This is an optimization exercise on Yosys and OpenROAD, whose aim is small area and a short achievable clock period, not a production implementation. Where RTL was checked, it was by simulation tests only, not by an equivalence proof against the original. No activity file was given, so power comes from the tool's default toggle rates.

==> flow/design.v <==
module lowp2(signal_in,
             signal_out,
             time_constant,
             clock_in,
             reset,
             enable);
input                 enable;
input  signed [27:0]  signal_in;
output signed [27:0]  signal_out;
input  signed [4:0]   time_constant;
input                 clock_in;
input                 reset;
localparam N = 256;
reg  [28*N-1:0] sr;         
reg  [7:0]      cnt;        
reg             full;       
reg  [35:0]     sum;        
wire [27:0] oldest = sr[28*N-1 -: 28];
wire [35:0] drop   = full ? {{8{oldest[27]}}, oldest} : 36'd0;
wire [35:0] base   = sum - drop;
always @(posedge clock_in) begin
    sr <= {sr[28*N-29:0], signal_in};
end
always @(posedge clock_in) begin
    if (reset) begin
        cnt  <= 8'd0;
        full <= 1'b0;
        sum  <= 36'd0;
    end else begin
        cnt  <= cnt + 8'd1;
        if (cnt == 8'd255) full <= 1'b1;
        sum  <= base + {{8{signal_in[27]}}, signal_in};
    end
end
assign signal_out = sum[35:8];
endmodule
export LEC_CHECK = 0
export CAP_MARGIN = 20
export CORE_MARGIN = 2
export CORE_UTILIZATION = 40
export SLEW_MARGIN = 20
create_clock -name core_clock -period 18.0 [get_ports {clock_in}]
run.sh (not shown) runs the stock make flow with config.mk's settings and CLKGATE_MAP_FILE= SYNTH_SCRIPT=/design/flow/synth_recipe.tcl, a recipe that flattens the netlist after the stock synthesis.
The starting point completed without violations.
Then changed:
==> flow/design.v (replaced) <==
module lowp2(signal_in,
             signal_out,
             time_constant,
             clock_in,
             reset,
             enable);
input                 enable;
input  signed [27:0]  signal_in;
output signed [27:0]  signal_out;
input  signed [4:0]   time_constant;
input                 clock_in;
input                 reset;
localparam N = 256;
localparam W = 36;
reg  [28*(N-1)-1:0] sr;     
reg  [27:0]     last;       
reg  [7:0]      cnt;        
reg             full;       
reg  [W-1:0]    sum;        
wire            full_next = ~reset & (full | (cnt == 8'd255));
wire [W-1:0] base = sum - {{(W-28){last[27]}}, last};
wire [W-1:0] a = {{(W-28){signal_in[27]}}, signal_in};
wire [W-1:0] p0 = a ^ base;
wire [W-1:0] g0 = a & base;
wire [W-1:0] gl [0:6];
wire [W-1:0] pl [0:6];
assign gl[0] = g0;
assign pl[0] = p0;
genvar l, i;
generate
    for (l = 0; l < 6; l = l + 1) begin : lev
        for (i = 0; i < W; i = i + 1) begin : bt
            if (i >= (1 << l)) begin : mix
                assign gl[l+1][i] = gl[l][i] | (pl[l][i] & gl[l][i - (1 << l)]);
                assign pl[l+1][i] = pl[l][i] & pl[l][i - (1 << l)];
            end else begin : pass
                assign gl[l+1][i] = gl[l][i];
                assign pl[l+1][i] = pl[l][i];
            end
        end
    end
endgenerate
wire [W-1:0] nsum = p0 ^ {gl[6][W-2:0], 1'b0};
always @(posedge clock_in) begin
    sr   <= {sr[28*(N-2)-1:0], signal_in};
    last <= full_next ? sr[28*(N-1)-1 -: 28] : 28'd0;
end
always @(posedge clock_in) begin
    if (reset) begin
        cnt  <= 8'd0;
        full <= 1'b0;
        sum  <= {W{1'b0}};
    end else begin
        cnt  <= cnt + 8'd1;
        full <= full_next;
        sum  <= nsum;
    end
end
assign signal_out = sum[W-1:8];
endmodule
Final cell count climbs slightly; worst setup slack gets better by 0.18 ns; non-clock buffer count climbs by 1; die area is about the same; core utilization is about the same; via count climbs slightly; combinational power climbs by well over a third.
Function not checked in the second run of this note: the RTL went through the layout flow alone.

---

Another version of the RTL of lowp2 (not shown whole).
Size in the first run: about 8100 cells after synthesis, ~64 I/O pins.
==> module lowp2, before the edit <==
module lowp2(signal_in,
             signal_out,
             time_constant,
             clock_in,
             reset,
             enable);
input                 enable;
input  signed [27:0]  signal_in;
output signed [27:0]  signal_out;
input  signed [4:0]   time_constant;
input                 clock_in;
input                 reset;
localparam N = 256;
localparam W = 36;
reg  [28*(N-1)-1:0] sr;     
reg  [27:0]     last;       
reg  [7:0]      cnt;        
reg             full;       
reg  [W-1:0]    sumn;       
reg  [27:0]     outq;       
wire            full_next = ~reset & (full | (cnt == 8'd255));
wire [W-1:0] base = ~sumn - {{(W-28){last[27]}}, last};
wire [W-1:0] nsum, nsumn;
lowp2_add #(.W(W)) add (.a({{(W-28){signal_in[27]}}, signal_in}), .b(base), .clr(reset),
                        .y(nsum), .yn(nsumn));
always @(posedge clock_in) begin
    sr   <= {sr[28*(N-2)-1:0], signal_in};
    last <= full_next ? sr[28*(N-1)-1 -: 28] : 28'd0;
end
always @(posedge clock_in) begin
    if (reset) begin
        cnt  <= 8'd0;
        full <= 1'b0;
    end else begin
        cnt  <= cnt + 8'd1;
        full <= full_next;
    end
end
always @(posedge clock_in) begin
    sumn <= nsumn;
    outq <= nsum[W-1:8];
end
assign signal_out = outq;
endmodule
==> module lowp2_add, before the edit <==
module lowp2_add #(parameter W = 36) (a, b, clr, y, yn);
input  [W-1:0] a;
input  [W-1:0] b;
input          clr;
output [W-1:0] y;
output [W-1:0] yn;
localparam L = 6;                   
wire [W-1:0] gl [0:L];
wire [W-1:0] pl [0:L];
assign gl[0] = a & b & {W{~clr}};
assign pl[0] = (a ^ b) & {W{~clr}};
genvar l, i;
generate
    for (l = 0; l < L; l = l + 1) begin : lev
        for (i = 0; i < W; i = i + 1) begin : bt
            if (i >= (1 << l)) begin : mix
                assign gl[l+1][i] = gl[l][i] | (pl[l][i] & gl[l][i - (1 << l)]);
                assign pl[l+1][i] = pl[l][i] & pl[l][i - (1 << l)];
            end else begin : pass
                assign gl[l+1][i] = gl[l][i];
                assign pl[l+1][i] = pl[l][i];
            end
        end
    end
endgenerate
assign y  = pl[0] ^ {gl[L][W-2:0], 1'b0};
assign yn = ~y;
endmodule
clock: 18.0 ns
lec_check: 0
cap_margin: 20
core_margin: 2
core_utilization: 62
place_density: 0.72
slew_margin: 20
synth_hierarchical: 1
synth_minimum_keep_size: 0
standard.sh (not shown) runs the stock make flow with config.mk's settings and CLKGATE_MAP_FILE= SYNTH_SCRIPT=/design/flow/synth_recipe.tcl, a recipe that flattens the netlist after the stock synthesis.
==> flow/flow/run.sh <==
#!/bin/bash
# The standard layout (the standard.sh), with changes to how it is made:
#  - ports are buffered with buf_4 instead of the delay buffer buffer_ports picks by default;
#  - CTS inserts no dummy loads, and drives up to 20 flip-flops from each clkbuf_8 leaf;
#  - timing repair aims for a setup margin, so that it sizes the few paths through the
#    adder and the ports for speed (the SDC and its clock period are the standard flow's, unchanged);
#  - synthesis leaves full/half adders to ABC instead of mapping them to fa/ha cells
#    (registers are untouched: same names, same cells).
set -euo pipefail
CTS="-sink_clustering_enable -repair_clock_nets -dont_use_dummy_load"
CTS="$CTS -sink_clustering_size 20 -sink_clustering_max_diameter 60"
CTS="$CTS -sink_clustering_buffer sky130_fd_sc_hd__clkbuf_8"
bash standard.sh \
  "ADDER_MAP_FILE=" \
  "BUFFER_PORTS_ARGS=-buffer_cell sky130_fd_sc_hd__buf_4" \
  "CTS_ARGS=$CTS" \
  "SETUP_SLACK_MARGIN=13.8" \
  finish > standard_make.log 2>&1
==> next run, changes <==
==> flow/design.v (replaced) <==
module lowp2(signal_in,
             signal_out,
             time_constant,
             clock_in,
             reset,
             enable);
input                 enable;
input  signed [27:0]  signal_in;
output signed [27:0]  signal_out;
input  signed [4:0]   time_constant;
input                 clock_in;
input                 reset;
localparam N = 256;
localparam W = 36;
reg  [28*(N-1)-1:0] sr;     
reg  [27:0]     last;       
reg  [7:0]      cnt;        
reg             full;       
reg  [W-1:0]    sum;        
wire            full_next = ~reset & (full | (cnt == 8'd255));
wire [W-1:0] base = sum - {{(W-28){last[27]}}, last};
wire [W-1:0] nsum;
lowp2_add #(.W(W)) add (.a({{(W-28){signal_in[27]}}, signal_in}), .b(base), .y(nsum));
always @(posedge clock_in) begin
    sr   <= {sr[28*(N-2)-1:0], signal_in};
    last <= full_next ? sr[28*(N-1)-1 -: 28] : 28'd0;
end
always @(posedge clock_in) begin
    if (reset) begin
        cnt  <= 8'd0;
        full <= 1'b0;
        sum  <= {W{1'b0}};
    end else begin
        cnt  <= cnt + 8'd1;
        full <= full_next;
        sum  <= nsum;
    end
end
assign signal_out = sum[W-1:8];
endmodule
module lowp2_add #(parameter W = 36) (a, b, y);
input  [W-1:0] a;
input  [W-1:0] b;
output [W-1:0] y;
localparam L = 6;                   
wire [W-1:0] gl [0:L];
wire [W-1:0] pl [0:L];
assign gl[0] = a & b;
assign pl[0] = a ^ b;
genvar l, i;
generate
    for (l = 0; l < L; l = l + 1) begin : lev
        for (i = 0; i < W; i = i + 1) begin : bt
            if (i >= (1 << l)) begin : mix
                assign gl[l+1][i] = gl[l][i] | (pl[l][i] & gl[l][i - (1 << l)]);
                assign pl[l+1][i] = pl[l][i] & pl[l][i - (1 << l)];
            end else begin : pass
                assign gl[l+1][i] = gl[l][i];
                assign pl[l+1][i] = pl[l][i];
            end
        end
    end
endgenerate
assign y = pl[0] ^ {gl[L][W-2:0], 1'b0};
endmodule
Register-to-register slack is worse by 350 ps.
Via count shrinks by 1.3%.
Routed wire length decreases by 1.9%.
Core utilization climbs by 0.10 points.
Power falls by 0.34%.
Sequential share of layout area is lower by 0.23 points.
Final cell count falls by 0.49%.
Area after synthesis goes down by 0.46%.
Design area hardly moves.
Clock skew decreases by 19 ps.
Non-clock buffer count went up by 73.
Setup slack improved by 21 ps.
Flip-flop and latch count drops by 28.
No functional check of the RTL was part of the first run of this note.

## port drivers added, routing unchanged
In the flow no input, the clock included, has a driving cell. The finished layouts below were timed again as built, in two steps. Step 1 sets driving cells, clkbuf_16 on the clock port and buf_2 on the other inputs (assumed; they add their load-dependent delay and slew). Step 2 times the ports against the registers' clock, not the clock port: input delays grow and output delays shrink by t, the midpoint of the rising clock arrivals with the driver on. Three values: ideal, step 1, step 2; two values: the first two.
run	t (ns)	setup WS [ns]	worst setup path after step 2	slew at the worst register clock pin (ns)
the first run of note 1	1.075	11.368 / 11.439 / 10.363	input to register	0.07 / 0.07
the second run of note 1	1.068	11.551 / 11.620 / 10.552	input to register	0.07 / 0.07
the first run of note 2	0.992	12.829 / 12.851 / 11.878	input to register	0.11 / 0.11
the second run of note 2	0.982	12.850 / 12.758 / 11.991	input to register	0.12 / 0.12
After both steps every run listed still meets setup and hold. The setup slack of the first run of note 1, which loses most, moves by +0.071 ns with the drivers and by -1.005 ns with both steps.
